This design comes from an exercise in tuning for small area on the open sky130 flow, not from production work. Where RTL was checked, it was by simulation tests only, not by an equivalence proof against the original. Function not checked in run 5: the RTL went through the layout flow alone. No activity file was given, so power comes from the tool's default toggle rates.

--- flow/design.v ---
module project(
	CLOCK_50,
	KEY,
	SW,
	plot,
	x,
	y,
	colour,
	HEX0,
	HEX1,
	HEX2
	);
	input          CLOCK_50;
	input  [9:0]   SW;
	input  [3:0]   KEY;
	output reg     plot;
	output [7:0]   x;
	output [6:0]   y;
	output reg [2:0] colour;
	output [6:0]   HEX0, HEX1, HEX2;
	wire clk = CLOCK_50;
	wire rn  = KEY[0];
	localparam S_CLR = 5'd0,  S_ENT = 5'd1,  S_BG  = 5'd2,
	           S_C1  = 5'd3,  S_C2  = 5'd4,  S_C21 = 5'd5,  S_C3  = 5'd6,
	           S_C4  = 5'd7,  S_C5  = 5'd8,  S_C6  = 5'd9,  S_C61 = 5'd10,
	           S_C7  = 5'd11, S_C8  = 5'd12, S_C9  = 5'd13, S_C91 = 5'd14,
	           S_C10 = 5'd15, S_C11 = 5'd16, S_C12 = 5'd17, S_HUM = 5'd18,
	           S_CRU = 5'd19, S_END = 5'd20;
	reg [4:0] st;
	reg [3:0] ph;
	reg [7:0] u;
	reg [6:0] v;
	reg [6:0] x1, x2, x6, x11;
	reg r2, r6;                   
	reg [7:0] x9, x10;            
	reg [6:0] y9, y10;
	reg [7:0] hx;                 
	reg [6:0] hy;
	reg [1:0] hq;                 
	reg [2:0] hcol;               
	reg fr1, frL, fe10;           
	reg level_up, crushed, endgame;
	reg right, down, right1, down1;
	reg [7:0] cxr;                
	wire iscar = (st >= S_C1) && (st <= S_C12);
	wire ismoto = (st == S_C9) || (st == S_C91) || (st == S_C10);
	wire iswide = (st == S_C2) || (st == S_C21) || (st == S_C6) || (st == S_C61);
	wire active = iscar && ((st < S_C9) || level_up);
	reg [6:0] cy;
	reg [2:0] ccol;
	reg [12:0] lterm;
	reg first;
	always @(*) begin
		cy = 7'd0; ccol = 3'd0; lterm = 13'd0;
		first = 1'b0;
		case (st)
		S_C1:  begin cy = 7'd27; ccol = 3'b001; lterm = 13'd168;  first = fr1; end
		S_C2,
		S_C21: begin cy = 7'd60; ccol = 3'b010; lterm = 13'd420; end
		S_C3:  begin cy = 7'd90; ccol = 3'b011; lterm = 13'd420;  first = fr1; end
		S_C4:  begin cy = 7'd27; ccol = 3'b100; lterm = 13'd84;   first = fr1; end
		S_C5:  begin cy = 7'd27; ccol = 3'b101; lterm = 13'd168;  first = fr1; end
		S_C6,
		S_C61: begin cy = 7'd60; ccol = 3'b110; lterm = 13'd420; end
		S_C7:  begin cy = 7'd90; ccol = 3'b111; lterm = 13'd420;  first = fr1; end
		S_C8:  begin cy = 7'd90; ccol = 3'b001; lterm = 13'd4170; first = fr1; end
		S_C9:  begin cy = y9;  ccol = 3'b110; lterm = 13'd167; first = frL; end
		S_C91: begin cy = y9;  ccol = 3'b110; lterm = 13'd167; end
		S_C10: begin cy = y10; ccol = 3'b110; lterm = 13'd167; first = frL; end
		S_C11: begin cy = 7'd45; ccol = 3'b001; lterm = 13'd18;  first = frL; end
		S_C12: begin cy = 7'd75; ccol = 3'b011; lterm = 13'd45;  first = frL; end
		default: ;
		endcase
	end
	reg cdir, cdy;
	always @(*) begin
		cdir = 1'b1; cdy = 1'b1;
		case (st)
		S_C2, S_C21: cdir = r2;
		S_C6, S_C61: cdir = r6;
		S_C9, S_C91: begin cdir = right; cdy = down; end
		S_C10: begin cdir = right1; cdy = down1; end
		default: ;
		endcase
	end
	wire wrapcar = !ismoto && !iswide;
	wire [7:0] nx = (wrapcar && cx == 8'd127) ? 8'd26 : (cdir ? cx + 1'b1 : cx - 1'b1);
	wire [6:0] ny = cdy ? cy + 1'b1 : cy - 1'b1;
	wire [7:0] cx = cxr;
	wire [12:0] R = {v[4:0], u};
	wire [12:0] lend = lterm + first;
	wire mfe = ((st == S_C91) && frL) || ((st == S_C10) && fe10);
	wire erase_done = ismoto ? (mfe ? (R == 13'd0) : (R == 13'd4)) :
	                  iswide ? (R == 13'd64) : (R == 13'd32);
	wire draw_done = (R == lend);
	wire mvl = SW[3] && (hx != 8'd26);
	wire mvr = SW[2] && (hx != 8'd133) && ((hx == 8'd26) || !SW[3]);
	wire mvu = SW[1] && (hy != 7'd21);
	wire mvd = SW[0] && (hy != 7'd102) && ((hy == 7'd21) || !SW[1]);
	wire jump = (hy == 7'd9) || (hy == 7'd5) || (hx == 8'd9) || (hx == 8'd4);
	wire [7:0] nhx = jump ? 8'd26 : hx + {{7{mvl}}, mvl | mvr};
	wire [6:0] nhy = jump ? 7'd21 : hy + {{6{mvu}}, mvu | mvd};
	wire hmove = ((st == S_HUM) && (u == 8'd9)) ||
	             ((st == S_CLR) && (ph == 4'd1) && (v == 7'd0) && (u == 8'd9));
	reg [7:0] pbx, pul, pud;
	reg [6:0] pby, pvd;
	reg [2:0] pcol;
	reg pwait;
	always @(*) begin
		pbx = 8'd0; pby = 7'd0; pul = 8'd0; pud = 8'd0; pvd = 7'd0; pcol = 3'b000; pwait = 1'b0;
		case ({st, ph})
		{S_ENT, 4'd1}:  begin pul = 8'd15; pud = 8'd15; pvd = 7'd15; pcol = 3'b100; end
		{S_ENT, 4'd2}:  begin pbx = 8'd4; pby = 7'd4; pul = 8'd7; pud = 8'd7; pvd = 7'd7;
		                      pcol = (v == 7'd0) ? 3'b100 : 3'b000; end
		{S_ENT, 4'd3}:  begin pbx = 8'd133; pby = 7'd102; pul = 8'd1; pud = 8'd1; pvd = 7'd1;
		                      pcol = (u == 8'd0 && v == 7'd0) ? 3'b000 : 3'b110; end
		{S_ENT, 4'd4}:  begin pbx = 8'd133; pby = 7'd21; pul = 8'd1; pud = 8'd1; pvd = 7'd1; pcol = 3'b010; end
		{S_ENT, 4'd5}:  pwait = 1'b1;
		{S_BG, 4'd1}:   begin pbx = 8'd25; pby = 7'd20; pul = 8'd110; pud = 8'd110; pvd = 7'd0; pcol = 3'b100; end
		{S_BG, 4'd2}:   begin pbx = 8'd25; pby = 7'd104; pul = 8'd110; pud = 8'd110; pvd = 7'd0; pcol = 3'b100; end
		{S_BG, 4'd3}:   begin pbx = 8'd25; pby = 7'd20; pul = 8'd0; pud = 8'd0; pvd = 7'd84; pcol = 3'b100; end
		{S_BG, 4'd4}:   begin pbx = 8'd135; pby = 7'd20; pul = 8'd0; pud = 8'd0; pvd = 7'd84; pcol = 3'b100; end
		{S_BG, 4'd5}:   begin pbx = 8'd133; pby = 7'd21; pul = 8'd1; pud = 8'd1; pvd = 7'd1; pcol = 3'b100; end
		{S_BG, 4'd6}:   pwait = 1'b1;
		{S_CRU, 4'd1}:  begin pbx = 8'd80;  pby = 7'd50; pul = 8'd10; pud = 8'd0; pvd = 7'd20;
		                      pcol = (u == 8'd0 && v == 7'd0) ? 3'b000 : 3'b011; end
		{S_CRU, 4'd2}:  begin pbx = 8'd90;  pby = 7'd40; pul = 8'd20; pud = 8'd0; pvd = 7'd30; pcol = 3'b011; end
		{S_CRU, 4'd3}:  begin pbx = 8'd110; pby = 7'd55; pul = 8'd3;  pud = 8'd0; pvd = 7'd10; pcol = 3'b011; end
		{S_CRU, 4'd4}:  begin pbx = 8'd87;  pby = 7'd70; pul = 8'd7;  pud = 8'd7; pvd = 7'd4;  pcol = 3'b011; end
		{S_CRU, 4'd5}:  begin pbx = 8'd113; pby = 7'd35; pul = 8'd60; pud = 8'd0; pvd = 7'd35; pcol = 3'b011; end
		{S_CRU, 4'd6}:  begin pbx = 8'd120; pby = 7'd70; pul = 8'd7;  pud = 8'd7; pvd = 7'd4;  pcol = 3'b011; end
		{S_CRU, 4'd7}:  begin pbx = 8'd83;  pby = 7'd47; pul = 8'd7;  pud = 8'd0; pvd = 7'd3;  pcol = 3'b011; end
		{S_CRU, 4'd8}:  pwait = 1'b1;
		{S_END, 4'd1}:  begin pbx = 8'd40;  pby = 7'd40; pul = 8'd3; pud = 8'd3; pvd = 7'd25; pcol = 3'b011; end
		{S_END, 4'd2}:  begin pbx = 8'd44;  pby = 7'd60; pul = 8'd3; pud = 8'd3; pvd = 7'd20; pcol = 3'b011; end
		{S_END, 4'd3}:  begin pbx = 8'd48;  pby = 7'd50; pul = 8'd3; pud = 8'd3; pvd = 7'd15; pcol = 3'b011; end
		{S_END, 4'd4}:  begin pbx = 8'd52;  pby = 7'd60; pul = 8'd3; pud = 8'd3; pvd = 7'd22; pcol = 3'b011; end
		{S_END, 4'd5}:  begin pbx = 8'd56;  pby = 7'd40; pul = 8'd3; pud = 8'd3; pvd = 7'd25; pcol = 3'b011; end
		{S_END, 4'd6}:  begin pbx = 8'd70;  pby = 7'd40; pul = 8'd7; pud = 8'd7; pvd = 7'd40; pcol = 3'b011; end
		{S_END, 4'd7}:  begin pbx = 8'd88;  pby = 7'd40; pul = 8'd3; pud = 8'd3; pvd = 7'd40; pcol = 3'b011; end
		{S_END, 4'd8}:  begin pbx = 8'd92;  pby = 7'd40; pul = 8'd3; pud = 8'd3; pvd = 7'd20; pcol = 3'b011; end
		{S_END, 4'd9}:  begin pbx = 8'd96;  pby = 7'd50; pul = 8'd3; pud = 8'd3; pvd = 7'd20; pcol = 3'b011; end
		{S_END, 4'd10}: begin pbx = 8'd100; pby = 7'd60; pul = 8'd3; pud = 8'd3; pvd = 7'd20; pcol = 3'b011; end
		{S_END, 4'd11}: begin pbx = 8'd104; pby = 7'd40; pul = 8'd3; pud = 8'd3; pvd = 7'd40; pcol = 3'b011; end
		{S_END, 4'd12}: pwait = 1'b1;
		default: ;
		endcase
	end
	wire newxy = active && (ph == 4'd2);
	always @(posedge clk) begin
		if (!rn) begin
			st <= S_CLR; ph <= 4'd0; u <= 8'd0; v <= 7'd0;
			fr1 <= 1'b1; frL <= 1'b1; fe10 <= 1'b0;
		end else begin
			case (st)
			S_CLR: begin
				if (ph == 4'd0) begin
					ph <= 4'd1; u <= u + 1'b1;
				end else if (ph == 4'd1) begin
					if (u == 8'd160) begin
						u <= 8'd0;
						if (v == 7'd120) begin v <= 7'd0; ph <= 4'd2; end
						else v <= v + 1'b1;
					end else u <= u + 1'b1;
				end else begin
					st <= S_ENT; ph <= 4'd0; u <= 8'd0; v <= 7'd0;
				end
			end
			S_ENT, S_BG, S_CRU, S_END: begin
				if (ph == 4'd0) begin
					if (st == S_CRU && !crushed) st <= S_END;
					else if (st == S_END && !endgame) st <= S_BG;
					else ph <= 4'd1;
				end else if (pwait) begin
					if (st == S_ENT) begin st <= S_BG; ph <= 4'd0; end
					else if (st == S_BG) begin st <= S_C1; ph <= 4'd0; end
				end else if (u == pud && v == pvd) begin
					ph <= ph + 1'b1; u <= 8'd0; v <= 7'd0;
				end else if (u == pul) begin
					u <= 8'd0; v <= v + 1'b1;
				end else u <= u + 1'b1;
			end
			S_HUM: begin
				if (u == 8'd17) begin st <= S_CRU; u <= 8'd0; end
				else u <= u + 1'b1;
			end
			default: begin  
				if (!active) st <= st + 1'b1;
				else case (ph)
				4'd0: ph <= 4'd1;
				4'd1: begin
					if (erase_done) ph <= 4'd2;
					{v[4:0], u} <= R + 1'b1;
				end
				4'd2: begin
					ph <= 4'd3;
					u <= ismoto ? 8'd0 : 8'd1; v <= 7'd0;
				end
				default: begin
					if (draw_done) begin
						st <= st + 1'b1; ph <= 4'd0; u <= 8'd0; v <= 7'd0;
						if (st == S_C8) fr1 <= 1'b0;
						if (st == S_C12) frL <= 1'b0;
						if (st == S_C10) fe10 <= frL;
					end else {v[4:0], u} <= R + 1'b1;
				end
				endcase
			end
			endcase
		end
	end
	always @(posedge clk) begin
		if (!rn) begin
			x1 <= 7'd27; x2 <= 7'd28; x6 <= 7'd106; x11 <= 7'd45;
			r2 <= 1'b1; r6 <= 1'b1;
			x9 <= 8'd30; y9 <= 7'd28; x10 <= 8'd60; y10 <= 7'd91;
			hx <= 8'd5; hy <= 7'd7;
			hq <= 2'd1;
		end else begin
			if (newxy) begin
				case (st)
				S_C1:  x1 <= nx[6:0];
				S_C2, S_C21: begin
					x2 <= nx[6:0];
					if (nx[6:0] == 7'd65) r2 <= 1'b0;
					else if (nx[6:0] == 7'd26) r2 <= 1'b1;
				end
				S_C6, S_C61: begin
					x6 <= nx[6:0];
					if (nx[6:0] == 7'd119) r6 <= 1'b0;
					else if (nx[6:0] == 7'd80) r6 <= 1'b1;
				end
				S_C9, S_C91: begin x9 <= nx; y9 <= ny; end
				S_C10: begin x10 <= nx; y10 <= ny; end
				S_C11: x11 <= nx[6:0];
				default: ;
				endcase
			end
			if (hmove) begin hx <= nhx; hy <= nhy; end
			if (st == S_HUM && u != 8'd0 && u != 8'd9) hq <= hq + 1'b1;
		end
	end
	always @(posedge clk) begin
		if (iscar && ph == 4'd0) cxr <= pmux;
		else if (newxy) cxr <= nx;
	end
	always @(posedge clk) begin
		if (!rn) hcol <= 3'b000;
		else if (st == S_HUM && u >= 8'd1 && u <= 8'd8) hcol <= 3'b000;
		else hcol <= SW[6:4];
	end
	reg [4:0] sc;           
	reg pv, pr, pdv, pd;    
	reg [2:0] hf;           
	reg phit;
	reg [3:0] cidx;
	always @(*) begin
		case (st)
		S_C1: cidx = 4'd0;
		S_C4: cidx = 4'd1;
		S_C5: cidx = 4'd2;
		S_C11: cidx = 4'd3;
		S_C2, S_C21: cidx = 4'd4;
		S_C6, S_C61: cidx = 4'd5;
		S_C12: cidx = 4'd6;
		S_C3: cidx = 4'd7;
		S_C7: cidx = 4'd8;
		S_C8: cidx = 4'd9;
		S_C9, S_C91: cidx = 4'd10;
		default: cidx = 4'd11;
		endcase
	end
	wire crstep = (sc == 5'd10);
	wire hstep = (st == S_HUM) && (u <= 8'd9);
	wire hsub = crstep || hstep;
	wire sm = sc[4];
	wire [3:0] sk = sc[3:0];
	wire [3:0] msel = (iscar && (ph == 4'd0 || crstep)) ? cidx : hstep ? u[3:0] : sk;
	wire c1m = (st > S_C1) || (st == S_C1 && ph == 4'd3);
	wire ny3 = (st < S_C3) || (st == S_C3 && ph != 4'd3);
	wire ny4 = (st < S_C4) || (st == S_C4 && ph != 4'd3);
	wire ny5 = (st < S_C5) || (st == S_C5 && ph != 4'd3);
	wire ny7 = (st < S_C7) || (st == S_C7 && ph != 4'd3);
	wire ny8 = (st < S_C8) || (st == S_C8 && ph != 4'd3);
	wire lag12 = level_up && ((st == S_C11 && ph == 4'd3) || (st == S_C12 && ph != 4'd3));
	reg [7:0] koff;
	reg rgb;
	always @(*) begin
		koff = 8'd0; rgb = 1'b0;
		case (msel)
		4'd1: koff = 8'd37 - (c1m && ny4);
		4'd2: koff = 8'd75 - (c1m && ny5);
		4'd3: rgb = 1'b1;
		4'd6: begin rgb = 1'b1;
		      koff = 8'd17 - lag12; end
		4'd7: koff = 8'd20 - (c1m && ny3);
		4'd8: koff = 8'd60 - (c1m && ny7);
		4'd9: koff = 8'd80 - (c1m && ny8);
		default: ;
		endcase
	end
	wire [7:0] rp = {1'b0, rgb ? x11 : x1} + koff;
	wire [7:0] rpos = rp[7] ? rp - 8'd102 : rp;
	reg [7:0] pmux;
	always @(*) begin
		case (msel)
		4'd4: pmux = {1'b0, x2};
		4'd5: pmux = {1'b0, x6};
		4'd10: pmux = x9;
		4'd11: pmux = x10;
		default: pmux = rpos;
		endcase
	end
	wire [7:0] sx = hsub ? hx : (sm ? x10 : x9);
	wire [6:0] sy = hsub ? hy : (sm ? y10 : y9);
	wire g1  = (msel <= 4'd2);
	wire g11 = (msel == 4'd3);
	wire g2  = (msel == 4'd4) || (msel == 4'd5);
	wire g12 = (msel == 4'd6);
	wire g3  = (msel >= 4'd7) && (msel <= 4'd9);
	wire gany = g1 || g11 || g2 || g12 || g3;
	wire gsq = g11 || g12;      
	wire [6:0] ybase = g1 ? 7'd27 : g11 ? 7'd45 : g2 ? 7'd60 : g12 ? 7'd75 : 7'd90;
	wire [7:0] ydf = {1'b0, sy} - {1'b0, ybase};
	wire srl = gany && !ydf[7] && (ydf[6:0] <= 7'd4);
	wire slw = gany && ((ydf == 8'hFF) || (!ydf[7] && (ydf[6:0] <= 7'd5)));
	wire sdtop = gany && (gsq ? (ydf == 8'd0) : (ydf == 8'hFF));
	wire sdbot = gany && (gsq ? (ydf == 8'd4) : (ydf == 8'd5));
	wire gok = !(g11 || g12) || level_up;
	wire [8:0] sd = {1'b0, sx} - {1'b0, pmux};
	wire sneg = sd[8];
	wire [7:0] sdl = sd[7:0];
	wire in0 = !sneg && (g2 ? (sdl <= 8'd16) : (sdl <= 8'd8));
	wire inm = !sneg && (sdl != 8'd0) && (g2 ? (sdl <= 8'd17) : (sdl <= 8'd9));
	wire inp = (sd == 9'h1FF) || (!sneg && (g2 ? (sdl <= 8'd15) : (sdl <= 8'd7)));
	wire eqw = !sneg && (g2 ? (sdl == 8'd16) : (sdl == 8'd8));
	wire eqm3 = (sd == 9'h1FD);
	wire sf1 = srl && eqw;
	wire sf0 = srl && eqm3;
	wire sdt = sdtop && in0;
	wire sdb = sdbot && in0;
	wire first_step = (sk == 4'd0);
	wire pv0  = first_step ? ((sx <= 8'd26) || (sx >= 8'd130)) : pv;
	wire pr0  = first_step ? (sx <= 8'd26) : pr;
	wire pdv0 = first_step ? ((sy == 7'd24) || (sy == 7'd103)) : pdv;
	wire pd0  = first_step ? (sy == 7'd24) : pd;
	wire pv1  = pv0 || sf1 || sf0;
	wire pr1  = sf1 ? 1'b1 : sf0 ? 1'b0 : pr0;
	wire pdv1 = pdv0 || sdt || sdb;
	wire pd1  = sdt ? 1'b0 : sdb ? 1'b1 : pd0;
	wire scan_on = (sc != 5'd31) && !crstep;
	always @(posedge clk) begin
		if (!rn) begin
			sc <= 5'd31;
			right <= 1'b1; down <= 1'b1; right1 <= 1'b1; down1 <= 1'b1;
		end else if (newxy) begin
			sc <= 5'd10;
		end else if (crstep) begin
			sc <= 5'd0;
		end else if (scan_on) begin
			pv <= pv1; pr <= pr1; pdv <= pdv1; pd <= pd1;
			if (sk == 4'd9) begin
				sc <= sm ? 5'd31 : 5'd16;
				if (sm) begin
					if (pv1) right1 <= pr1;
					if (pdv1) down1 <= pd1;
				end else begin
					if (pv1) right <= pr1;
					if (pdv1) down <= pd1;
				end
			end else sc <= sc + 1'b1;
		end
	end
	wire hvalid = slw && gok;
	wire [2:0] hf1 = (u == 8'd0 ? 3'b000 : hf) | {3{hvalid}} & {inp, in0, inm};
	wire nlane = (nhy >= 7'd27 && nhy <= 7'd31) || (nhy >= 7'd45 && nhy <= 7'd49) ||
	             (nhy >= 7'd60 && nhy <= 7'd64) || (nhy >= 7'd75 && nhy <= 7'd79) ||
	             (nhy >= 7'd90 && nhy <= 7'd94);
	always @(posedge clk) begin
		if (hstep) hf <= hf1;
		if (!rn)
			phit <= 1'b0;
		else if (hstep && u == 8'd9)
			phit <= !jump && nlane && (mvl ? hf1[0] : mvr ? hf1[2] : hf1[1]);
		else
			phit <= 1'b0;
	end
	wire crhit = crstep && iscar && srl && in0 && gok;
	wire L11 = (hy >= 7'd45) && (hy <= 7'd49);
	wire L12 = (hy >= 7'd75) && (hy <= 7'd79);
	wire [6:0] hy1 = hy + 1'b1;
	wire [7:0] hx1 = hx + 1'b1;
	wire m9y  = (hy == y9)  || (hy1 == y9);
	wire m10y = (hy == y10) || (hy1 == y10);
	wire hit9  = (hx == x9)  || (hx1 == x9);
	wire hit10 = (hx == x10) || (hx1 == x10);
	wire mhit = level_up && !L11 && !L12 && (m9y ? hit9 : (m10y && hit10));
	wire egame = level_up && !L11 && !L12 && !m9y && !m10y && (hx == 8'd133) && (hy == 7'd21);
	always@(posedge clk)
	begin
		if(!rn)
			level_up<= 1'b0;
		else if((hx == 8'd133) && (hy == 7'd102))
			level_up <= 1'b1;
	end
	always @(posedge clk) begin
		if (!rn) begin
			crushed <= 1'b0;
			endgame <= 1'b0;
		end else begin
			if (mhit || crhit || phit) crushed <= 1'b1;
			if (egame) endgame <= 1'b1;
		end
	end
	reg ENcount;
	always @(posedge clk) begin
		if (!rn) ENcount <= 1'b0;
		else if (hx == 8'd26 && hy == 7'd21) ENcount <= 1'b1;
		else if (endgame || crushed) ENcount <= 1'b0;
	end
	reg [15:0] rdiv;
	reg [3:0] d0, d1, d2;
	wire tick = (rdiv == 16'hd887);
	always @(posedge clk) begin
		if (!rn) rdiv <= 16'd1;
		else if (tick) rdiv <= 16'd1;
		else if (ENcount) rdiv <= {rdiv[14:0], rdiv[15] ^ rdiv[13] ^ rdiv[12] ^ rdiv[10]};
	end
	always @(posedge clk) begin
		if (!rn) begin d0 <= 4'd0; d1 <= 4'd0; d2 <= 4'd0; end
		else if (d0 == 4'd10) begin d0 <= 4'd0; d1 <= d1 + 1'b1; end
		else if (d1 == 4'd10) begin d1 <= 4'd0; d2 <= d2 + 1'b1; end
		else if (tick) d0 <= d0 + 1'b1;
	end
	seg7 s0(.c(d0), .LED(HEX0));
	seg7 s1(.c(d1), .LED(HEX1));
	seg7 s2(.c(d2), .LED(HEX2));
	reg [7:0] bx, ox;
	reg [6:0] by, oy;
	reg offen;
	wire [1:0] hqm = hq - 1'b1;
	always @(*) begin
		plot = 1'b0; bx = 8'd0; by = 7'd0; ox = 8'd0; oy = 7'd0; colour = 3'b000;
		offen = 1'b1;
		case (st)
		S_CLR: begin
			plot = (ph != 4'd0); ox = u; oy = v; offen = rn;
		end
		S_ENT, S_BG, S_CRU, S_END: begin
			plot = (ph != 4'd0) && !pwait;
			bx = pbx; by = pby; ox = u; oy = v; colour = pcol;
		end
		S_HUM: begin
			plot = (u != 8'd8) && (u != 8'd17);
			bx = hx; by = hy; colour = hcol; offen = rn;
			if (u == 8'd0 || u == 8'd9) begin ox = {7'd0, hqm[0]}; oy = {6'd0, hqm[1]}; end
			else begin ox = {7'd0, hq[0]}; oy = {6'd0, hq[1]}; end
		end
		default: begin  
			if (active) begin
				plot = (ph == 4'd1) || (ph == 4'd3);
				bx = cx; by = cy; offen = rn;
				colour = (ph == 4'd3 && rn) ? ccol : 3'b000;
				if (ismoto) ox = {6'd0, u[1:0]};
				else if (iswide) begin ox = {4'd0, u[3:0]}; oy = {5'd0, u[5:4]}; end
				else begin ox = {5'd0, u[2:0]}; oy = {5'd0, u[4:3]}; end
			end
		end
		endcase
	end
	assign x = bx + (offen ? ox : 8'd0);
	assign y = by + (offen ? oy : 7'd0);
endmodule
module seg7 (LED, c);
	input [3:0] c;
	output [6:0] LED;
	assign LED[0] = ~c[3] & ~c[2] & ~c[1] & c[0] | ~c[3] & c[2] & ~c[1] & ~c[0] | c[3] & ~c[2] & c[1] & c[0] | c[3] & c[2] & ~c[1] & c[0];
	assign LED[1] = ~c[3] & c[2] & ~c[1] & c[0] | c[3] & c[2] & ~c[0] | c[3] & c[1] & c[0] | c[2] & c[1] & ~c[0];
	assign LED[2] = c[3] & c[2] & ~c[0] | c[3] & c[2] & c[1] | ~c[3] & ~c[2] & c[1] & ~c[0];
	assign LED[3] = ~c[3] & c[2] & ~c[1] & ~c[0] | ~c[3] & ~c[2] & ~c[1] & c[0] | c[2] & c[1] & c[0] | c[3] & ~c[2] & c[1] & ~c[0];
	assign LED[4] = ~c[3] & c[2] & ~c[1] | ~c[3] & c[0] | ~c[2] & ~c[1] & c[0];
	assign LED[5] = ~c[3] & ~c[2] & c[0] | ~c[3] & c[1] & c[0] | ~c[3] & ~c[2] & c[1] | c[3] & c[2] & ~c[1] & c[0];
	assign LED[6] = ~c[3] & ~c[2] & ~c[1] | c[3] & c[2] & ~c[1] & ~c[0] | ~c[3] & c[2] & c[1] & c[0];
endmodule
--- flow/run.sh ---
#!/bin/bash
# synth_recipe.tcl (not shown) runs the flow's synth.tcl, then flattens the netlist and writes it again
# the make line also repeats each setting of config.mk as NAME=value (left out here)
make -C /OpenROAD-flow-scripts/flow DESIGN_CONFIG=/design/flow/config.mk WORK_HOME=/design/flow/orfs CLKGATE_MAP_FILE= SYNTH_SCRIPT=/design/flow/synth_recipe.tcl finish
--- flow/config.mk ---
export PLATFORM = sky130hd
export DESIGN_NAME = project
export DESIGN_NICKNAME = project
export VERILOG_FILES = /design/flow/design.v
export SDC_FILE = /design/flow/constraint.sdc
export NUM_CORES = 4
export LEC_CHECK = 0
export ABC_AREA = 1
export CAP_MARGIN = 0
export CORE_MARGIN = 2
export CORE_UTILIZATION = 40
export CTS_BUF_LIST = sky130_fd_sc_hd__clkbuf_8
export SLEW_MARGIN = 0
--- flow/constraint.sdc ---
create_clock -name core_clock -period 10.0 [get_ports {CLOCK_50}]
set_input_delay 2.0000 -clock core_clock [delete_from_list [all_inputs] [get_ports {CLOCK_50}]]
set_output_delay 2.0000 -clock core_clock [all_outputs]
set_load 0.01 [all_outputs]
==> flow_summary.toml, run 1 <==
[detailed_routing]
antenna_left = 0
post_drt_wl_per_cell_um = 18.5
drtIter0Drc = 1699
wl_mm = 56.2
first_pass_iters = 8
vias = 17000
drc = 0
vias_per_cell = 5.61

[synth]
async_reset_ff_share_pct = 0
ys_seq_area_share_pct = 22.1
synth_edf_count = 15
yosysUniqueCellTypes = 69
yosys_warnings = 1
synth_top_flop_cell = "dfxtp_1"
synth_area_um2 = 15900
synth-seq-cells = 168
syn_area_per_cell_um2 = 6.36
syn_inst = 2496
synth_fp_nets = 2616

[clocking]
clockBufferDepth = 2
cts-root-buf = "clkbuf_8"
postCtsSetupRepairBufs = 0
cts_made_buffers = 17
cts_tree = "done"
h-tree-depth = 4
cts.sink_count = 168
clk_latency_ns = 0.54
cts_resized = 0
ctsHoldBuffers = 0
clk_pin_slew_ns = 0.09

[timing]
tns_ns = 0
finalHoldViolCount = 0
slew_violations = 0
fin_crit_sh_pct = 81.4
setup_violations = 0
final.min_clock_period_ns = 8.14
tightest_slew_ns = 1.22
worst_slack_ns = 1.86
rsz0062_at_grt = "no"
max_freq_mhz = 123
maxSlewHeadroom_pct = 18.2
clock_skew_ns = 0.0314

[critical_path]
path_max_fanout = 13
arrival_ns = 6.14
startpoint_type = "flop"
criticalPathCategory = "reg2out"
cp-end-kind = "primary output"
max_stage_delay_ns = 0.70
cp_slowest_cell = "dfxtp_1"
cp_cell_sequence = "inv_2 -> nand3_2 -> inv_1 -> nor2_1 -> nand3_2 -> nor2_2 -> inv_1 -> nor2_2 -> inv_1 -> a211oi_1 -> ha_1 -> nand3_1 -> nand2_1 -> a21oi_1 -> o21bai_1 -> nand2_1 -> nand2_1 -> a21oi_1 -> xnor2_1 -> clkdlybuf4s50_1"
required_ns = 8.00

[global_routing]
grt_antenna_before_repair = 0
met1_usage_pct = 36.3
grt_start_max_net_pins = 58
grtUsageMet2_pct = 43.7
use_met3_pct = 3.55
grt_pass1_wl_mm = 87.4
gr-max-usage-layer = "met2"
grt_pass1_vias = 15800
grt_usage_pct = 27.0
grt-ovfl-total = 0

[layout]
final_layout_size_suffix_gt1_share_pct = 6.43
syn_to_final_growth_pct = 8.03
fin_util_pct = 44.1
n_antenna_cell = 0
fin_nets = 2625

[floorplanning]
core_um2 = 38900
dieWidth_um = 203
start_util_pct = 40.8
ioPinCount = 55
fp.dieH_um = 203
rows = 72
die_area_um2 = 41300

[power]
ir_worst_vdd_mv = 0.227
power_frac_comb_pct = 75.8
p_per_area_nw_per_um2 = 344
seqPwrFrac_pct = 15.2
total_power_mw = 5.89
netSwitchingFraction_pct = 58.5
p_leak_nw = 8.26
switchingPower_mw = 3.45
clkPwrFrac_pct = 9.1
internal_power_mw = 2.44

[place]
hpwl_mm = 44.2
io_buffers = 48
place_ws_ns = 2.04
gp_congestion = 0.990

[hold_path]
hp-class = "reg2reg"

[outcome]
outcome = "timing/DRC/antenna clean"

[job]
cap_violations = 0
-- layer usage --
layer	wire length [µm]	share of wire, %
met1	25200	45
met2	25300	45
met3	3780	6.7
met4	1950	3.5
met5	0	0
-- sequential cells by signal, indices dropped and copies added (netlist names), 8 cells and up --
name and cells:
hx 8, cxr 8, x9 8, u 8, x10 8, rdiv 16
-- Yosys cell counts, drive strengths merged (5+ instances only) --
cell type	count	share of area, %
inv	351	8.3
nand3	197	6.5
a221oi	7	0.50
buf	20	0.87
o2111ai	9	0.50
o211ai	36	1.7
ha	96	7.6
nand2	552	14
xnor2	28	1.5
a31oi	10	0.39
clkinv	8	0.19
a211oi	9	0.46
o31ai	7	0.33
dfxtp	153	19
nor3	67	2.2
o21ai	184	5.9
nor2	275	7.8
o22ai	13	0.51
or2	14	0.55
nand4	42	1.7
o21bai	6	0.28
edfxtp	15	2.8
fa	9	1.1
o221ai	9	0.50
clkbuf	43	1.0
xor2	85	4.7
a22oi	5	0.24
nor3b	5	0.24
a21oi	186	6.0
nor4	18	0.75
-- layout make-up --
cell class	instances	area, µm²
clock buffer	21	289
clock inverter	11	124
fill	4153	21800
inverter	359	1350
multi-input combinational	1906	10700
sequential	168	3510
tap	518	648
timing repair buffer	53	513
-- logic make-up (layout without fill, tap and decap cells) --
group                    after synthesis  in the layout  synth area share [%]
AO/OA/AOI/OAI                        508            508                  18.8
buffers and inverters                422            444                  10.4
AND/OR/NAND/NOR                     1178           1178                  33.6
adder cells (fa/ha/maj)              105            105                  8.70
multiplexers                           2              2                 0.126
flip-flops                           168            168                  22.1
XOR/XNOR                             113            113                  6.23
-- final timing paths --
kind / endpoint / slack (ns) / cells after the start / startpoint
setup / recovery: x[7] / 1.86 / 20 / st[2]$_SDFFE_PN0P_
hold / removal: fe10$_SDFFE_PN0P_ / 0.47 / 2 / fe10$_SDFFE_PN0P_
setup reg to reg: down$_SDFFE_PN1P_ / 1.89 / 48 / st[0]$_SDFFE_PN0P_
hold reg to reg: fe10$_SDFFE_PN0P_ / 0.47 / 2 / fe10$_SDFFE_PN0P_
-- worst max-delay path, delay by kind of cell, from the launching register on --
family,cells,cell delay [ns]
xor+xnor,1,0.14
compound gates,4,1.08
buf+inv,5,1.44
simple gates,9,1.92
fa+ha+maj,1,0.32
flops,1,0.70
-- placed cells by master, fill, tap and decap left out, drive strengths merged, types with 10 or more instances in the layout --
master,n
a21oi,186
o211ai,36
or2,14
nand4,42
nor4,18
xnor2,28
clkdlybuf4s50,47
ha,96
clkbuf,21
edfxtp,15
nand3,197
a31oi,10
nor2,275
nand2,552
clkinv,12
inv,355
o22ai,13
xor2,85
nor3,67
dfxtp,153
o21ai,184
-- per-stage QoR --
stage	instance area, µm²	hold WS, ns	cells
detailed placement	16700	0.457	3004
CTS	17200	0.472	3036
global route	17200	0.495	3036
floorplan	15900	0.434	2496
finish	17200	0.470	3036
global placement	16700	0.448	3004
-- power by group through the flow --
stage / logic (mW) / registers [mW] / clock network, mW
after CTS: 4.40 / 0.890 / 0.546
after global placement: 4.31 / 0.906 / 0
final: 4.47 / 0.894 / 0.535
after detailed placement: 4.37 / 0.906 / 0
after global routing: 4.99 / 0.903 / 0.569
after floorplan: 3.25 / 0.843 / 0
==> run 2, diff against run 1 <==
--- a/flow/design.v
+++ b/flow/design.v
@@ -149,5 +149,34 @@
 	wire newxy = active && (ph == 4'd2);
+	wire ispic = (st == S_ENT) || (st == S_BG) || (st == S_CRU) || (st == S_END);
+	wire pdone = (u == pud) && (v == pvd);
+	wire clrend = (ph == 4'd1) && (u == 8'd160) && (v == 7'd120);
+	reg clr_uv;
+	reg [7:0] ulim;
+	always @(*) begin
+		ulim = 8'd255;
+		clr_uv = 1'b0;
+		if (st == S_CLR) begin
+			ulim = 8'd160;
+			clr_uv = clrend || (ph == 4'd2);
+		end else if (ispic) begin
+			ulim = pul;
+			clr_uv = (ph == 4'd0) || pwait || pdone;
+		end else if (st == S_HUM) begin
+			clr_uv = (u == 8'd17);
+		end else begin
+			clr_uv = !active || (ph == 4'd0) || newxy || ((ph == 4'd3) && draw_done);
+		end
+	end
+	always @(posedge clk) begin
+		if (!rn) begin
+			u <= 8'd0; v <= 7'd0;
+		end else if (clr_uv) begin
+			u <= {7'd0, newxy && !ismoto}; v <= 7'd0;
+		end else if (u == ulim) begin
+			u <= 8'd0; v <= v + 1'b1;
+		end else u <= u + 1'b1;
+	end
 	always @(posedge clk) begin
 		if (!rn) begin
-			st <= S_CLR; ph <= 4'd0; u <= 8'd0; v <= 7'd0;
+			st <= S_CLR; ph <= 4'd0;
 			fr1 <= 1'b1; frL <= 1'b1; fe10 <= 1'b0;
@@ -156,13 +185,5 @@
 			S_CLR: begin
-				if (ph == 4'd0) begin
-					ph <= 4'd1; u <= u + 1'b1;
-				end else if (ph == 4'd1) begin
-					if (u == 8'd160) begin
-						u <= 8'd0;
-						if (v == 7'd120) begin v <= 7'd0; ph <= 4'd2; end
-						else v <= v + 1'b1;
-					end else u <= u + 1'b1;
-				end else begin
-					st <= S_ENT; ph <= 4'd0; u <= 8'd0; v <= 7'd0;
-				end
+				if (ph == 4'd0) ph <= 4'd1;
+				else if (clrend) ph <= 4'd2;
+				else if (ph == 4'd2) begin st <= S_ENT; ph <= 4'd0; end
 			end
@@ -176,11 +197,6 @@
 					else if (st == S_BG) begin st <= S_C1; ph <= 4'd0; end
-				end else if (u == pud && v == pvd) begin
-					ph <= ph + 1'b1; u <= 8'd0; v <= 7'd0;
-				end else if (u == pul) begin
-					u <= 8'd0; v <= v + 1'b1;
-				end else u <= u + 1'b1;
+				end else if (pdone) ph <= ph + 1'b1;
 			end
 			S_HUM: begin
-				if (u == 8'd17) begin st <= S_CRU; u <= 8'd0; end
-				else u <= u + 1'b1;
+				if (u == 8'd17) st <= S_CRU;
 			end
@@ -190,13 +206,7 @@
 				4'd0: ph <= 4'd1;
-				4'd1: begin
-					if (erase_done) ph <= 4'd2;
-					{v[4:0], u} <= R + 1'b1;
-				end
-				4'd2: begin
-					ph <= 4'd3;
-					u <= ismoto ? 8'd0 : 8'd1; v <= 7'd0;
-				end
+				4'd1: if (erase_done) ph <= 4'd2;
+				4'd2: ph <= 4'd3;
 				default: begin
 					if (draw_done) begin
-						st <= st + 1'b1; ph <= 4'd0; u <= 8'd0; v <= 7'd0;
+						st <= st + 1'b1; ph <= 4'd0;
 						if (st == S_C8) fr1 <= 1'b0;
@@ -204,3 +214,3 @@
 						if (st == S_C10) fe10 <= frL;
-					end else {v[4:0], u} <= R + 1'b1;
+					end
 				end
--- a/flow/config.mk
+++ b/flow/config.mk
@@ -8,3 +8,3 @@
 export ABC_AREA = 1
-export CAP_MARGIN = 0
+export CAP_MARGIN = 20
 export CORE_MARGIN = 2
@@ -12,2 +12,2 @@
 export CTS_BUF_LIST = sky130_fd_sc_hd__clkbuf_8
-export SLEW_MARGIN = 0
+export SLEW_MARGIN = 20
==> run 2 against run 1 <==
Compared with the run above: power down 10%; clock power shrank 6.5%; final area shrank 1.4%; clock skew decreased by 0.011 ns; still clean; register-to-register slack got worse by 0.21 ns; synthesized cell count shrank 1.2%; hold slack improved by 0.0019 ns; largest cell class unchanged; highest routed layer unchanged; sequential power decreased by 6.4%; setup slack got worse by 0.18 ns; count of clock-buffer cells in the layout decreased by 2; via count fell by 1.9%; area after synthesis down 1.4%.
==> flow_summary.toml, run 2 <==
[hold_path]
min_from = "rdiv[2]$_SDFFE_PP0P_"
min_to = "rdiv[3]$_SDFFE_PP0P_"
whs_path_depth = 2
hp-class = "reg2reg"

[timing]
fin_crit_sh_pct = 83.2
tns_ns = 0
timing.hold.ws_ns = 0.472
clock_skew_ns = 0.0202
setup_violations = 0
maxSlewHeadroom_pct = 40.5
slew_violations = 0
max_freq_mhz = 120
finalHoldViolCount = 0
final.min_clock_period_ns = 8.32
tightest_slew_ns = 0.892
rsz0062_at_grt = "no"

[power]
p_per_area_nw_per_um2 = 313
ir_worst_vdd_mv = 0.190
total_power_mw = 5.29
p_leak_nw = 8.19

[place]
gp_congestion = 0.986
io_buffers = 48
placed_area_um2 = 16500
hpwl_mm = 42.3

[synth]
ys_seq_area_share_pct = 22.4
synth_commonest_cells = "nand2_1, inv_1, nor2_1, a21oi_1, nand3_1"
yosys_warnings = 1
syn_area_per_cell_um2 = 6.35
yosys.area.top_type = "dfxtp_1"
synth-seq-cells = 168
yosys.area.top_type_share_pct = 19.6
synth_area_um2 = 15700
async_reset_ff_share_pct = 0
synth_fp_nets = 2587
yosys-top-cells-area = "dfxtp_1, nand2_1, inv_1"
post-synth-top-count-cell = "nand2_1"
synth_edf_count = 15
syn_inst = 2466
yosysUniqueCellTypes = 66
synth_top_flop_cell = "dfxtp_1"

[clocking]
ctsHoldBuffers = 0
cts-root-buf = "clkbuf_8"
h-tree-depth = 4
cts_tree = "done"
postCtsSetupRepairBufs = 0
clk_latency_ns = 0.52
clk_pin_slew_ns = 0.10
cts.sink_count = 168
cts_resized = 0
clockBufferDepth = 2
cts_made_buffers = 17

[critical_path]
arrival_ns = 8.70
path_max_fanout = 17
ff2ff_setup_slack_ns = 1.68
cp_slowest_cell = "nor2_1"
r2r-end = "down1$_SDFFE_PN1P_"
criticalPathCategory = "reg2reg"
reg2regPathDepth = 48
cp-end-kind = "flop"
reg2reg_from = "st[0]$_SDFFE_PN0P_"
max_stage_delay_ns = 0.54
required_ns = 10.38
startpoint_type = "flop"
crit_top_cell = "nand2_1"

[layout]
layout_commonest_cell = "nand2_1"
finalInstanceArea_um2 = 16900
fin_util_pct = 43.8
regMostFlops = "rdiv"
most-common-layout-cells = "nand2_1, inv_1, nor2_1"
fin_nets = 2592
syn_to_final_growth_pct = 8.06
n_antenna_cell = 0
largest_reg_flops = 16
final_layout_size_suffix_gt1_share_pct = 5.64

[floorplanning]
ioPinCount = 55
start_util_pct = 40.5
core_um2 = 38600
dieWidth_um = 202
die_area_um2 = 40700
rows = 72
fp.dieH_um = 202

[detailed_routing]
vias = 16700
drtIter0Drc = 1505
vias_per_cell = 5.56
post_drt_wl_per_cell_um = 17.9
antenna_left = 0
wl_mm = 53.7
drc = 0
first_pass_iters = 7

[global_routing]
grt_start_max_net_pins = 70
grt_usage_pct = 26.3
grt_pass1_wl_mm = 85.4
grt-ovfl-total = 0
grt_antenna_before_repair = 1
grt_pass1_vias = 15900

[job]
cap_violations = 0

[outcome]
outcome = "timing/DRC/antenna clean"
==> run 2: stage by stage <==
stage / cells / setup WS, ns
floorplan: 2466 / 3.60
global placement: 2970 / 2.03
detailed placement: 2970 / 1.88
CTS: 3002 / 1.86
global route: 3002 / 0.801
finish: 3002 / 1.68
==> run 2: how the worst max path moves through the flow <==
stage,start,endpoint,depth (start not counted)
2_1_floorplan,KEY[0],y[6],15
3_3_place_gp,st[0]$_SDFFE_PN0P_,down$_SDFFE_PN1P_,43
3_5_place_dp,st[0]$_SDFFE_PN0P_,down1$_SDFFE_PN1P_,43
4_1_cts,st[0]$_SDFFE_PN0P_,down1$_SDFFE_PN1P_,48
5_1_grt,st[0]$_SDFFE_PN0P_,down1$_SDFFE_PN1P_,48
6_report,st[0]$_SDFFE_PN0P_,down1$_SDFFE_PN1P_,48
==> run 2: final cells by class <==
class,instances,area [µm²]
Multi-Input combinational cell,1846,10400
Inverter,383,1440
Sequential cell,168,3510
Timing Repair Buffer,55,528
Tap cell,518,648
Fill cell,4142,21700
Clock inverter,13,121
Clock buffer,19,262
==> run 2: kinds of logic after synthesis <==
logic type / share of synthesized area [%]
multiplexers: 0.0640
flip-flops: 22.4
buffers and inverters: 11.1
AO/OA/AOI/OAI: 17.8
adder cells (fa/ha/maj): 8.91
AND/OR/NAND/NOR: 32.5
XOR/XNOR: 7.22
==> run 2: report_power, final <==
part           switching, mW  internal [mW]
clock                  0.288          0.212
sequential            0.0763          0.761
combinational           2.74           1.22
total                   3.10           2.19
==> run 2: metal layers <==
layer | vias to the layer above | routed length (µm) | part of all wire [%] | track usage, %
met2 | 584 | 24500 | 46 | 43.8
met4 | 0 | 1740 | 3.2 | 8.77
li1 | 8202 | - | - | -
met1 | 7795 | 23900 | 44 | 34.8
met3 | 105 | 3540 | 6.6 | 3.98
met5 | - | 0 | 0 | 0
==> run 2: worst max-delay path, delay by kind of cell (launching register included) <==
kind	cells	cell delay (ns)
buffers and inverters	7	1.07
AND/OR/NAND/NOR	27	4.27
adder cells (fa/ha/maj)	3	0.92
XOR/XNOR	1	0.27
flip-flops	1	0.48
AO/OA/AOI/OAI	10	1.14
==> run 3, diff against run 2 <==
==> flow/flow/run.sh (new file) <==
#!/bin/bash
# The standard layout (standard.sh, unchanged synthesis and steps), with two
# options passed through the environment:
#  - port buffers use the smallest buffer cell instead of clkdlybuf4s50_1;
#  - clock tree synthesis inserts no dummy loads.
set -e
export BUFFER_PORTS_ARGS="-buffer_cell sky130_fd_sc_hd__buf_1"
export CTS_ARGS="-sink_clustering_enable -repair_clock_nets -buf_list sky130_fd_sc_hd__clkbuf_8 -dont_use_dummy_load"
bash standard.sh > standard.log 2>&1
==> flow/standard.sh (new file) <==
#!/bin/bash
# synth_recipe.tcl (not shown) runs the flow's synth.tcl, then flattens the netlist and writes it again
# the make line also repeats each setting of config.mk as NAME=value (left out here)
make -C /OpenROAD-flow-scripts/flow DESIGN_CONFIG=/design/flow/config.mk WORK_HOME=/design/flow/orfs CLKGATE_MAP_FILE= SYNTH_SCRIPT=/design/flow/synth_recipe.tcl "${@:-finish}"
removed: flow/run.sh
==> run 3 against run 2 <==
Compared with the run above: sequential share of layout area is 0.57 points higher; flip-flop and latch count stayed put; fmax is 0.32% lower; register-to-register slack worse by 0.03 ns; sequential power hardly changed; area after synthesis stayed put; die area stayed put.
==> flow_summary.toml, run 3 <==
[synth]
syn_inst = 2466
post-synth-top-count-cell = "nand2_1"
ys_seq_area_share_pct = 22.4
synth_edf_count = 15
yosys.area.top_type_share_pct = 19.6
yosys-top-cells-area = "dfxtp_1, nand2_1, inv_1"
async_reset_ff_share_pct = 0
yosysUniqueCellTypes = 66
yosys.area.top_type = "dfxtp_1"
synth_fp_nets = 2587
synth_top_flop_cell = "dfxtp_1"
synth_area_um2 = 15700
syn_area_per_cell_um2 = 6.35
synth_commonest_cells = "nand2_1, inv_1, nor2_1, a21oi_1, nand3_1"
yosys_warnings = 1
synth-seq-cells = 168

[critical_path]
critical_path.top_delay_family = "simple AND/OR/NAND/NOR gates"
max_stage_delay_ns = 0.52
criticalPathCategory = "reg2reg"
required_ns = 10.37
path_max_fanout = 17
crit_top_cell = "nand2_1"
startpoint_type = "flop"
crit_buf_inv = 7
arrival_ns = 8.72
cp-end-kind = "flop"
cp_slowest_cell = "nor2_1"

[layout]
layout_commonest_cell = "nand2_1"
largest_reg_flops = 16
syn_to_final_growth_pct = 5.18
finalInstanceArea_um2 = 16500
nFillCells = 4132
final_layout_size_suffix_gt1_share_pct = 5.06
most-common-layout-cells = "nand2_1, inv_1, nor2_1"
fin_util_pct = 42.6
regMostFlops = "rdiv"
n_antenna_cell = 0
fin_nets = 2591

[detailed_routing]
drtIter0Drc = 1424
vias_per_cell = 5.54
drc = 0
post_drt_wl_per_cell_um = 17.9
antenna_left = 0
first_pass_iters = 7
wl_mm = 53.5
vias = 16600

[timing]
maxSlewHeadroom_pct = 28.8
tns_ns = 0
finalHoldViolCount = 0
slew_violations = 0
fin_crit_sh_pct = 83.4
tightest_slew_ns = 1.06
timing.hold.ws_ns = 0.464
final.min_clock_period_ns = 8.34
setup_violations = 0
clock_skew_ns = 0.0402
rsz0062_at_grt = "no"
max_freq_mhz = 120

[clocking]
clk_latency_ns = 0.51
clockBufferDepth = 2
cts.sink_count = 168
cts_made_buffers = 17
cts_tree = "done"
cts-root-buf = "clkbuf_8"
ctsHoldBuffers = 0
cts_resized = 0
postCtsSetupRepairBufs = 0
clk_pin_slew_ns = 0.11
h-tree-depth = 4

[power]
netSwitchingFraction_pct = 59.3
clkPwrFrac_pct = 7.7
internal_power_mw = 2.08
p_per_area_nw_per_um2 = 311
p_leak_nw = 8.00
ir_worst_vdd_mv = 0.161
seqPwrFrac_pct = 16.4
total_power_mw = 5.12
switchingPower_mw = 3.04
power_frac_comb_pct = 75.9

[global_routing]
grt-ovfl-total = 0
grt_antenna_before_repair = 1
grt_pass1_vias = 15500
grt_pass1_wl_mm = 84.4
grt_usage_pct = 26.0
grt_start_max_net_pins = 70

[floorplanning]
die_area_um2 = 40700
fp.dieH_um = 202
ioPinCount = 55
dieWidth_um = 202
rows = 72
start_util_pct = 40.5
core_um2 = 38600

[place]
gp_congestion = 0.965
io_buffers = 48
hpwl_mm = 42.2
placed_area_um2 = 16200

[hold_path]
hp-class = "reg2reg"

[outcome]
outcome = "timing/DRC/antenna clean"

[job]
cap_violations = 0
## run 3: metal layers
layer | track usage (%) | wire (µm) | vias up
li1 | - | - | 8161
met1 | 34.7 | 24000 | 7696
met2 | 42.4 | 24300 | 602
met3 | 3.98 | 3530 | 92
met4 | 9.69 | 1700 | 0
met5 | 0 | 0 | -
## run 3: worst reg2reg max path, delay by kind of cell (launching register included)
kind | cells | cell delay, ns
DFF | 1 | 0.47
and+or+nand+nor | 27 | 4.26
xor gates and xnor gates | 1 | 0.26
adders and majority gates | 3 | 0.91
AOI/OAI and AO/OA | 10 | 1.23
buffers and inverters | 7 | 1.09
## run 3: stage by stage
| step | instances | setup WS [ns] |
|---|---|---|
| CTS | 2986 | 1.79 |
| finish | 2986 | 1.66 |
| floorplan | 2466 | 3.60 |
| detailed placement | 2969 | 1.79 |
| global route | 2986 | 0.764 |
| global placement | 2969 | 2.01 |
## run 3: power groups by stage
| stage | clock network (mW) | logic, mW | registers, mW |
|---|---|---|---|
| 2_1_floorplan | 0 | 2.89 | 0.808 |
| 3_3_place_gp | 0 | 3.77 | 0.850 |
| 3_5_place_dp | 0 | 3.83 | 0.852 |
| 4_1_cts | 0.401 | 3.85 | 0.837 |
| 5_1_grt | 0.424 | 4.39 | 0.845 |
| 6_report | 0.393 | 3.89 | 0.840 |
## run 3: logic make-up after synthesis
| kind of cell | count (synthesis) | synth area share (%) |
|---|---|---|
| XOR/XNOR | 129 | 7.22 |
| multiplexers | 1 | 0.0640 |
| buffers and inverters | 452 | 11.1 |
| adder cells (fa/ha/maj) | 106 | 8.91 |
| AO/OA/AOI/OAI | 483 | 17.8 |
| flip-flops | 168 | 22.4 |
| AND/OR/NAND/NOR | 1127 | 32.5 |
## run 3: worst paths after layout
kind | startpoint | slack, ns | end | depth (start not counted)
worst max register to register | st[0]$_SDFFE_PN0P_ | 1.66 | down1$_SDFFE_PN1P_ | 48
worst max-delay path | st[0]$_SDFFE_PN0P_ | 1.66 | down1$_SDFFE_PN1P_ | 48
worst min register to register | fr1$_SDFFE_PN1P_ | 0.46 | fr1$_SDFFE_PN1P_ | 2
worst min-delay path | fr1$_SDFFE_PN1P_ | 0.46 | fr1$_SDFFE_PN1P_ | 2
## run 3: area by class of cell
type                            instances  area (µm²)  area share (%)
Multi-Input combinational cell       1846       10400            63.2
Sequential cell                       168        3510            21.3
Inverter                              383        1440            8.76
Tap cell                              518         648            3.94
Clock buffer                           17         234            1.42
Timing Repair Buffer                   54         226            1.38
==> run 4, diff against run 3 <==
==> flow/flow/run.sh (replaced) <==
#!/bin/bash
# The standard layout (standard.sh, unchanged synthesis and steps), with
# three options passed through the environment:
#  - port buffers use the smallest buffer cell instead of clkdlybuf4s50_1;
#  - clock tree synthesis inserts no dummy loads;
#  - after floorplanning, combinational cells are set to drive strength 1
#    (flow/downsize.tcl); later repair steps size up where needed.
set -e
export BUFFER_PORTS_ARGS="-buffer_cell sky130_fd_sc_hd__buf_1"
export CTS_ARGS="-sink_clustering_enable -repair_clock_nets -buf_list sky130_fd_sc_hd__clkbuf_8 -dont_use_dummy_load"
export POST_FLOORPLAN_TCL="$(pwd)/flow/downsize.tcl"
bash standard.sh > standard.log 2>&1
==> flow/flow/downsize.tcl (new file) <==
# POST_FLOORPLAN hook: swap the combinational cells that synthesis mapped
# at a higher drive strength to drive strength 1.  Registers, clock and
# port buffers are not touched; the placement and timing repair steps
# size cells up again where slew, capacitance or timing need it.
set db [ord::get_db]
set block [ord::get_db_block]
set n 0
foreach inst [$block getInsts] {
  set name [[$inst getMaster] getName]
  if {[regexp {^(sky130_fd_sc_hd__(?:inv|nand2|nand3|nand4|nor2|nor3|nor4|and2|and3|and4|or2|or3|or4|a21oi|a31oi|o21ai|o21bai|a21o|o21a|a22oi|o22ai|a211oi|o211ai|xor2|xnor2|a2bb2oi|o2bb2ai|a221oi|o221ai|a32oi|o32ai|a41oi|o41ai|a311oi|o311ai|a2111oi|o2111ai|nand2b|nor2b|and2b|or2b)_)([0-9]+)$} $name -> base drv]} {
    if {$drv > 1} {
      set m [$db findMaster "${base}1"]
      if {$m != "NULL"} {
        $inst swapMaster $m
        incr n
      }
    }
  }
}
puts "downsize: swapped $n cells to drive strength 1"
==> run 4 against run 3 <==
Compared with the run above: largest power group unchanged; wire length decreased by 0.40%; largest cell class unchanged; utilization shrank 0.66 points; synthesized cell count stayed put; first-iteration DRC count up 4.9%.
==> flow_summary.toml, run 4 <==
[timing]
max_freq_mhz = 116
setup_violations = 0
worst_slack_ns = 1.34
tns_ns = 0
tightest_slew_ns = 0.865
fin_crit_sh_pct = 86.6
finalHoldViolCount = 0
clock_skew_ns = 0.0360
rsz0062_at_grt = "no"
slew_violations = 0
maxSlewHeadroom_pct = 42.4
final.min_clock_period_ns = 8.66

[layout]
syn_to_final_growth_pct = 3.54
multiInputGateArea_um2 = 10100
layout_commonest_cell = "nand2_1"
layout.cells.non_filler = 2992
fin_util_pct = 41.9
largest_reg_flops = 16
fin_nets = 2597
final_layout_size_suffix_gt1_share_pct = 1.33
nFillCells = 4199
register_area_um2 = 3510
most-common-layout-cells = "nand2_1, inv_1, nor2_1"
n_antenna_cell = 0
regMostFlops = "rdiv"

[global_routing]
grt-ovfl-total = 0
grt_start_max_net_pins = 71
grt_antenna_before_repair = 1
grt_pass1_wl_mm = 84.1
grt_usage_pct = 26.2
grt_pass1_vias = 15500

[power]
p_leak_nw = 7.98
internal_power_mw = 2.05
seqPwrFrac_pct = 16.6
total_power_mw = 5.00
power_frac_comb_pct = 75.3
ir_worst_vdd_mv = 0.200
netSwitchingFraction_pct = 59.0
clkPwrFrac_pct = 8.1
p_per_area_nw_per_um2 = 309
switchingPower_mw = 2.95

[synth]
synth_area_um2 = 15700
syn_inst = 2466
ys_seq_area_share_pct = 22.4
synth_xor_area_share_pct = 7.22
synth_top_flop_cell = "dfxtp_1"
syn_area_per_cell_um2 = 6.35
yosys-top-cells-area = "dfxtp_1, nand2_1, inv_1"
yosysUniqueCellTypes = 66
synth_commonest_cells = "nand2_1, inv_1, nor2_1, a21oi_1, nand3_1"
synth_compound_area_share_pct = 17.8
synth-seq-cells = 168
async_reset_ff_share_pct = 0
yosys_warnings = 1
synth_top_family_by_area = "simple AND/OR/NAND/NOR gates"
synthAdderAreaFrac_pct = 8.91
yosys.area.top_type_share_pct = 19.6
synth-simple-area-share_pct = 32.5
yosys.area.top_type = "dfxtp_1"
synth_edf_count = 15
synthMuxAreaShare_pct = 0.0640
post-synth-top-count-cell = "nand2_1"
synth_fp_nets = 2587

[floorplanning]
start_util_pct = 40.5
core_um2 = 38600
ioPinCount = 55
fp.dieH_um = 202
die_area_um2 = 40700
rows = 72
dieWidth_um = 202

[outcome]
outcome = "timing/DRC/antenna clean"

[detailed_routing]
first_pass_iters = 6
wl_mm = 53.3
drc = 0
vias_per_cell = 5.55
vias = 16600
antenna_left = 0
drtIter0Drc = 1494
post_drt_wl_per_cell_um = 17.8

[job]
cap_violations = 0

[clocking]
clk_pin_slew_ns = 0.09
cts_made_buffers = 17
cts-root-buf = "clkbuf_8"
h-tree-depth = 4
clockBufferDepth = 2
cts.sink_count = 168
ctsHoldBuffers = 0
cts_tree = "done"
clk_latency_ns = 0.56
postCtsSetupRepairBufs = 0
cts_resized = 0

[place]
gp_congestion = 0.969
place_ws_ns = 1.64
dp.cells = 2975
io_buffers = 48
hpwl_mm = 41.9

[hold_path]
hp-class = "reg2reg"

[critical_path]
arrival_ns = 9.07
cp_slowest_cell = "nor2_1"
startpoint_type = "flop"
required_ns = 10.42
criticalPathCategory = "reg2reg"
path_max_fanout = 13
max_stage_delay_ns = 0.57
cp-end-kind = "flop"
crit_top_cell = "nand2_1"
## run 4: final cells by class
class                   count  share of cell area [%]
multi-input cells        1846                    62.3
inverters                 383                    8.88
repair buffers             60                    1.68
clock buffers              17                    1.44
well taps                 518                    4.00
flip-flops and latches    168                    21.7
## run 4: power by group through the flow
stage               registers [mW]  logic (mW)  clock network [mW]
global placement             0.843        3.63                   0
detailed placement           0.845        3.70                   0
finish                       0.831        3.77               0.403
floorplan                    0.808        2.89                   0
global route                 0.837        4.26               0.444
CTS                          0.829        3.72               0.419
## run 4: metrics by stage
step                cell area, µm²  hold slack (ns)
CTS                          16200            0.473
global placement             16000            0.442
global route                 16200            0.487
detailed placement           16000            0.454
floorplan                    15700            0.431
finish                       16200            0.472
## run 4: path summary, 6_finish.rpt
path	startpoint	to	slack (ns)	cells past startpoint
setup / recovery	ph[0]$_SDFFE_PN0P_	down$_SDFFE_PN1P_	1.34	47
hold / removal	x1[3]$_SDFFE_PN1P_	x1[3]$_SDFFE_PN1P_	0.47	2
hold reg to reg	x1[3]$_SDFFE_PN1P_	x1[3]$_SDFFE_PN1P_	0.47	2
setup reg to reg	ph[0]$_SDFFE_PN0P_	down$_SDFFE_PN1P_	1.34	47
## run 4: routing by layer
| metal | wire length (µm) | track usage (%) | share of wire [%] | vias up |
|---|---|---|---|---|
| li1 | - | - | - | 8172 |
| met1 | 23000 | 33.6 | 43 | 7596 |
| met2 | 23700 | 42.6 | 45 | 697 |
| met3 | 4350 | 5.05 | 8.2 | 131 |
| met4 | 2140 | 11.6 | 4.0 | 2 |
| met5 | 13 | 0 | 0.024 | - |
## run 4: cells by family after synthesis
kind of cell,after synthesis
adder cells (fa/ha/maj),106
buffers and inverters,452
AND/OR/NAND/NOR,1127
AO/OA/AOI/OAI,483
multiplexers,1
XOR/XNOR,129
flip-flops,168
## run 4: worst max-delay path, delay by kind of cell (launching register included)
kind / cells / cell delay, ns
AO/OA/AOI/OAI: 8 / 0.95
XOR/XNOR: 1 / 0.26
adder cells (fa/ha/maj): 3 / 0.88
buffers and inverters: 7 / 0.81
flip-flops: 1 / 0.35
AND/OR/NAND/NOR: 28 / 5.27
==> run 5, diff against run 4 <==
--- a/flow/design.v
+++ b/flow/design.v
@@ -257,4 +257,3 @@
 	always @(posedge clk) begin
-		if (!rn) hcol <= 3'b000;
-		else if (st == S_HUM && u >= 8'd1 && u <= 8'd8) hcol <= 3'b000;
+		if (st == S_HUM && u >= 8'd1 && u <= 8'd8) hcol <= 3'b000;
 		else hcol <= SW[6:4];
@@ -262,3 +261,3 @@
 	reg [4:0] sc;           
-	reg pv, pr, pdv, pd;    
+	reg pv, pdv;            
 	reg [2:0] hf;           
@@ -351,11 +350,11 @@
 	wire sdb = sdbot && in0;
-	wire first_step = (sk == 4'd0);
-	wire pv0  = first_step ? ((sx <= 8'd26) || (sx >= 8'd130)) : pv;
-	wire pr0  = first_step ? (sx <= 8'd26) : pr;
-	wire pdv0 = first_step ? ((sy == 7'd24) || (sy == 7'd103)) : pdv;
-	wire pd0  = first_step ? (sy == 7'd24) : pd;
-	wire pv1  = pv0 || sf1 || sf0;
-	wire pr1  = sf1 ? 1'b1 : sf0 ? 1'b0 : pr0;
-	wire pdv1 = pdv0 || sdt || sdb;
-	wire pd1  = sdt ? 1'b0 : sdb ? 1'b1 : pd0;
+	wire rf_in = (sk == 4'd9) ? 1'b0 : pv;
+	wire df_in = (sk == 4'd9) ? 1'b0 : pdv;
+	wire fr = sf1 || sf0;
+	wire fd = sdt || sdb;
+	wire last_step = (sk == 4'd0);
+	wire wr_r = !rf_in && (fr || (last_step && ((sx <= 8'd26) || (sx >= 8'd130))));
+	wire val_r = fr ? sf1 : (sx <= 8'd26);
+	wire wr_d = !df_in && (fd || (last_step && ((sy == 7'd24) || (sy == 7'd103))));
+	wire val_d = fd ? sdb : (sy == 7'd24);
 	wire scan_on = (sc != 5'd31) && !crstep;
@@ -368,15 +367,13 @@
 		end else if (crstep) begin
-			sc <= 5'd0;
+			sc <= 5'd9;
 		end else if (scan_on) begin
-			pv <= pv1; pr <= pr1; pdv <= pdv1; pd <= pd1;
-			if (sk == 4'd9) begin
-				sc <= sm ? 5'd31 : 5'd16;
-				if (sm) begin
-					if (pv1) right1 <= pr1;
-					if (pdv1) down1 <= pd1;
-				end else begin
-					if (pv1) right <= pr1;
-					if (pdv1) down <= pd1;
-				end
-			end else sc <= sc + 1'b1;
+			pv <= rf_in || fr; pdv <= df_in || fd;
+			if (wr_r) begin
+				if (sm) right1 <= val_r; else right <= val_r;
+			end
+			if (wr_d) begin
+				if (sm) down1 <= val_d; else down <= val_d;
+			end
+			if (last_step) sc <= sm ? 5'd31 : 5'd25;
+			else sc <= sc - 1'b1;
 		end
@@ -407,3 +404,3 @@
 	wire mhit = level_up && !L11 && !L12 && (m9y ? hit9 : (m10y && hit10));
-	wire egame = level_up && !L11 && !L12 && !m9y && !m10y && (hx == 8'd133) && (hy == 7'd21);
+	wire egame = level_up && !m9y && !m10y && (hx == 8'd133) && (hy == 7'd21);
 	always@(posedge clk)
==> run 5 against run 4 <==
Compared with the run above: combinational power is 31% lower; clock power is 1% lower; highest routed layer unchanged; synthesized cell count up 0.93%; critical endpoint is now down1$_SDFFE_PN1P_; still clean on timing, DRC and antenna.
==> flow_summary.toml, run 5 <==
[outcome]
outcome = "timing/DRC/antenna clean"

[floorplanning]
start_util_pct = 40.6
die_area_um2 = 40800
fp.dieH_um = 202
core_um2 = 38600
ioPinCount = 55
rows = 72
dieWidth_um = 202

[global_routing]
grt_pass1_vias = 15700
grt-ovfl-total = 0
grt_pass1_wl_mm = 85.8
grt_start_max_net_pins = 70
grt_usage_pct = 26.6
grt_antenna_before_repair = 1

[timing]
tns_ns = 0
setup_violations = 0
finalHoldViolCount = 0
clock_skew_ns = 0.0387
slew_violations = 0
final.min_clock_period_ns = 8.40
fin_crit_sh_pct = 84.0
rsz0062_at_grt = "no"
maxSlewHeadroom_pct = 21.8
tightest_slew_ns = 1.16
max_freq_mhz = 119

[synth]
async_reset_ff_share_pct = 0
synth-seq-cells = 166
synth_area_um2 = 15700
yosys.area.top_type = "dfxtp_1"
yosys_warnings = 1
synth_fp_nets = 2610
syn_area_per_cell_um2 = 6.30
yosys-top-cells-area = "dfxtp_1, nand2_1, inv_1"
synth_edf_count = 13
yosys.area.top_type_share_pct = 19.5
post-synth-top-count-cell = "nand2_1"
synth_top_flop_cell = "dfxtp_1"
synth_commonest_cells = "nand2_1, inv_1, nor2_1, a21oi_1, nand3_1"
yosysUniqueCellTypes = 66
ys_seq_area_share_pct = 22.0
syn_inst = 2489

[clocking]
cts_resized = 0
clockBufferDepth = 2
cts.sink_count = 166
h-tree-depth = 4
clk_pin_slew_ns = 0.09
cts-root-buf = "clkbuf_8"
clk_latency_ns = 0.53
ctsHoldBuffers = 0
postCtsSetupRepairBufs = 0
cts_tree = "done"
cts_made_buffers = 17

[detailed_routing]
wl_mm = 54.6
post_drt_wl_per_cell_um = 18.0
drtIter0Drc = 1784
antenna_left = 0
vias_per_cell = 5.58
vias = 16900
first_pass_iters = 6
drc = 0

[hold_path]
min_from = "fr1$_SDFFE_PN1P_"
hp-class = "reg2reg"

[layout]
syn_to_final_growth_pct = 3.67
largest_reg_flops = 16
fin_nets = 2629
layout_commonest_cell = "nand2_1"
final_layout_size_suffix_gt1_share_pct = 1.44
regMostFlops = "rdiv"
most-common-layout-cells = "nand2_1, inv_1, nor2_1"
nFillCells = 4167
n_antenna_cell = 0
fin_util_pct = 42.1
layout.cells.non_filler = 3024
finalInstanceArea_um2 = 16300

[critical_path]
required_ns = 10.37
arrival_ns = 8.77
cp-end-kind = "flop"
crit_top_cell = "nand2_1"
startpoint_type = "flop"
critPathLaunch = "sc[4]$_SDFFE_PN1P_"
reg2reg_from = "sc[4]$_SDFFE_PN1P_"
max_stage_delay_ns = 0.50
cp_slowest_cell = "o21ai_1"
path_max_fanout = 26
criticalPathCategory = "reg2reg"

[place]
hpwl_mm = 43.5
gp_congestion = 0.997
io_buffers = 48
placed_area_um2 = 16000
dp.cells = 3007

[power]
ir_worst_vdd_mv = 0.171
switchingPower_mw = 2.15
p_leak_nw = 8.02
seqPwrFrac_pct = 21.2
clkPwrFrac_pct = 10.4
internal_power_mw = 1.67
p_per_area_nw_per_um2 = 235
netSwitchingFraction_pct = 56.2
power_frac_comb_pct = 68.5
total_power_mw = 3.82

[job]
cap_violations = 0
## run 5: changes by cell type after synthesis, sizes merged, moves of 7 or more
cell	change
nand3	+16
o211ai	+12
clkinv	+7
nand2	+42
inv	-16
nand4	-12
## run 5: path summary, 6_finish.rpt
| check | endpoint | slack (ns) | depth (start not counted) |
|---|---|---|---|
| worst max-delay path | down1$_SDFFE_PN1P_ | 1.60 | 42 |
| worst min-delay path | fr1$_SDFFE_PN1P_ | 0.45 | 2 |
| worst max register to register | down1$_SDFFE_PN1P_ | 1.60 | 42 |
| worst min register to register | fr1$_SDFFE_PN1P_ | 0.45 | 2 |
## run 5: routing by layer
| metal | global-route usage [%] | vias to the layer above | part of all wire [%] |
|---|---|---|---|
| li1 | - | 8264 | - |
| met1 | 36.2 | 7848 | 45 |
| met2 | 41.3 | 646 | 43 |
| met3 | 4.45 | 114 | 7.6 |
| met4 | 11.9 | 2 | 4.2 |
| met5 | 0 | - | 0.024 |
## run 5: power by group through the flow
stage | Sequential [mW] | Combinational [mW] | Clock, mW
after detailed placement | 0.819 | 2.57 | 0
final | 0.809 | 2.62 | 0.397
after global placement | 0.819 | 2.54 | 0
after floorplan | 0.782 | 1.99 | 0
after global routing | 0.813 | 2.96 | 0.428
after CTS | 0.804 | 2.59 | 0.404
## run 5: critical path: cells and delay by family (launching register included)
| family | cells | cell delay [ns] |
|---|---|---|
| compound gates | 12 | 3.23 |
| xor+xnor | 1 | 0.17 |
| fa+ha+maj | 2 | 0.78 |
| buf+inv | 6 | 1.05 |
| flops | 1 | 0.32 |
| simple gates | 21 | 2.69 |
## run 5: cells by family after synthesis
family / count (synthesis) / synth area share (%)
AND/OR/NAND/NOR: 1171 / 33.4
flip-flops: 166 / 22.0
XOR/XNOR: 124 / 6.92
adder cells (fa/ha/maj): 106 / 8.88
AO/OA/AOI/OAI: 484 / 17.9
multiplexers: 1 / 0.0638
buffers and inverters: 437 / 10.8
## run 5: final cells by class
class,count,area (µm²),area share [%]
Inverter,374,1410,8.64
Clock buffer,17,234,1.44
Tap cell,518,648,3.99
Timing Repair Buffer,63,294,1.81
Multi-Input combinational cell,1886,10200,62.9
Sequential cell,166,3450,21.2
## run 5: stage by stage
| step | hold WS (ns) | setup WS, ns |
|---|---|---|
| finish | 0.454 | 1.60 |
| global placement | 0.444 | 1.96 |
| global route | 0.482 | 0.806 |
| CTS | 0.453 | 1.71 |
| detailed placement | 0.443 | 1.78 |
| floorplan | 0.430 | 3.72 |

Check on run 5: ideal ports give 1.603 ns setup slack; a clkbuf_16 on the clock port and buf_2 on the inputs give 1.603 ns; moving port delays by the midpoint clock arrival (0.559 ns) as well gives 1.603 ns.
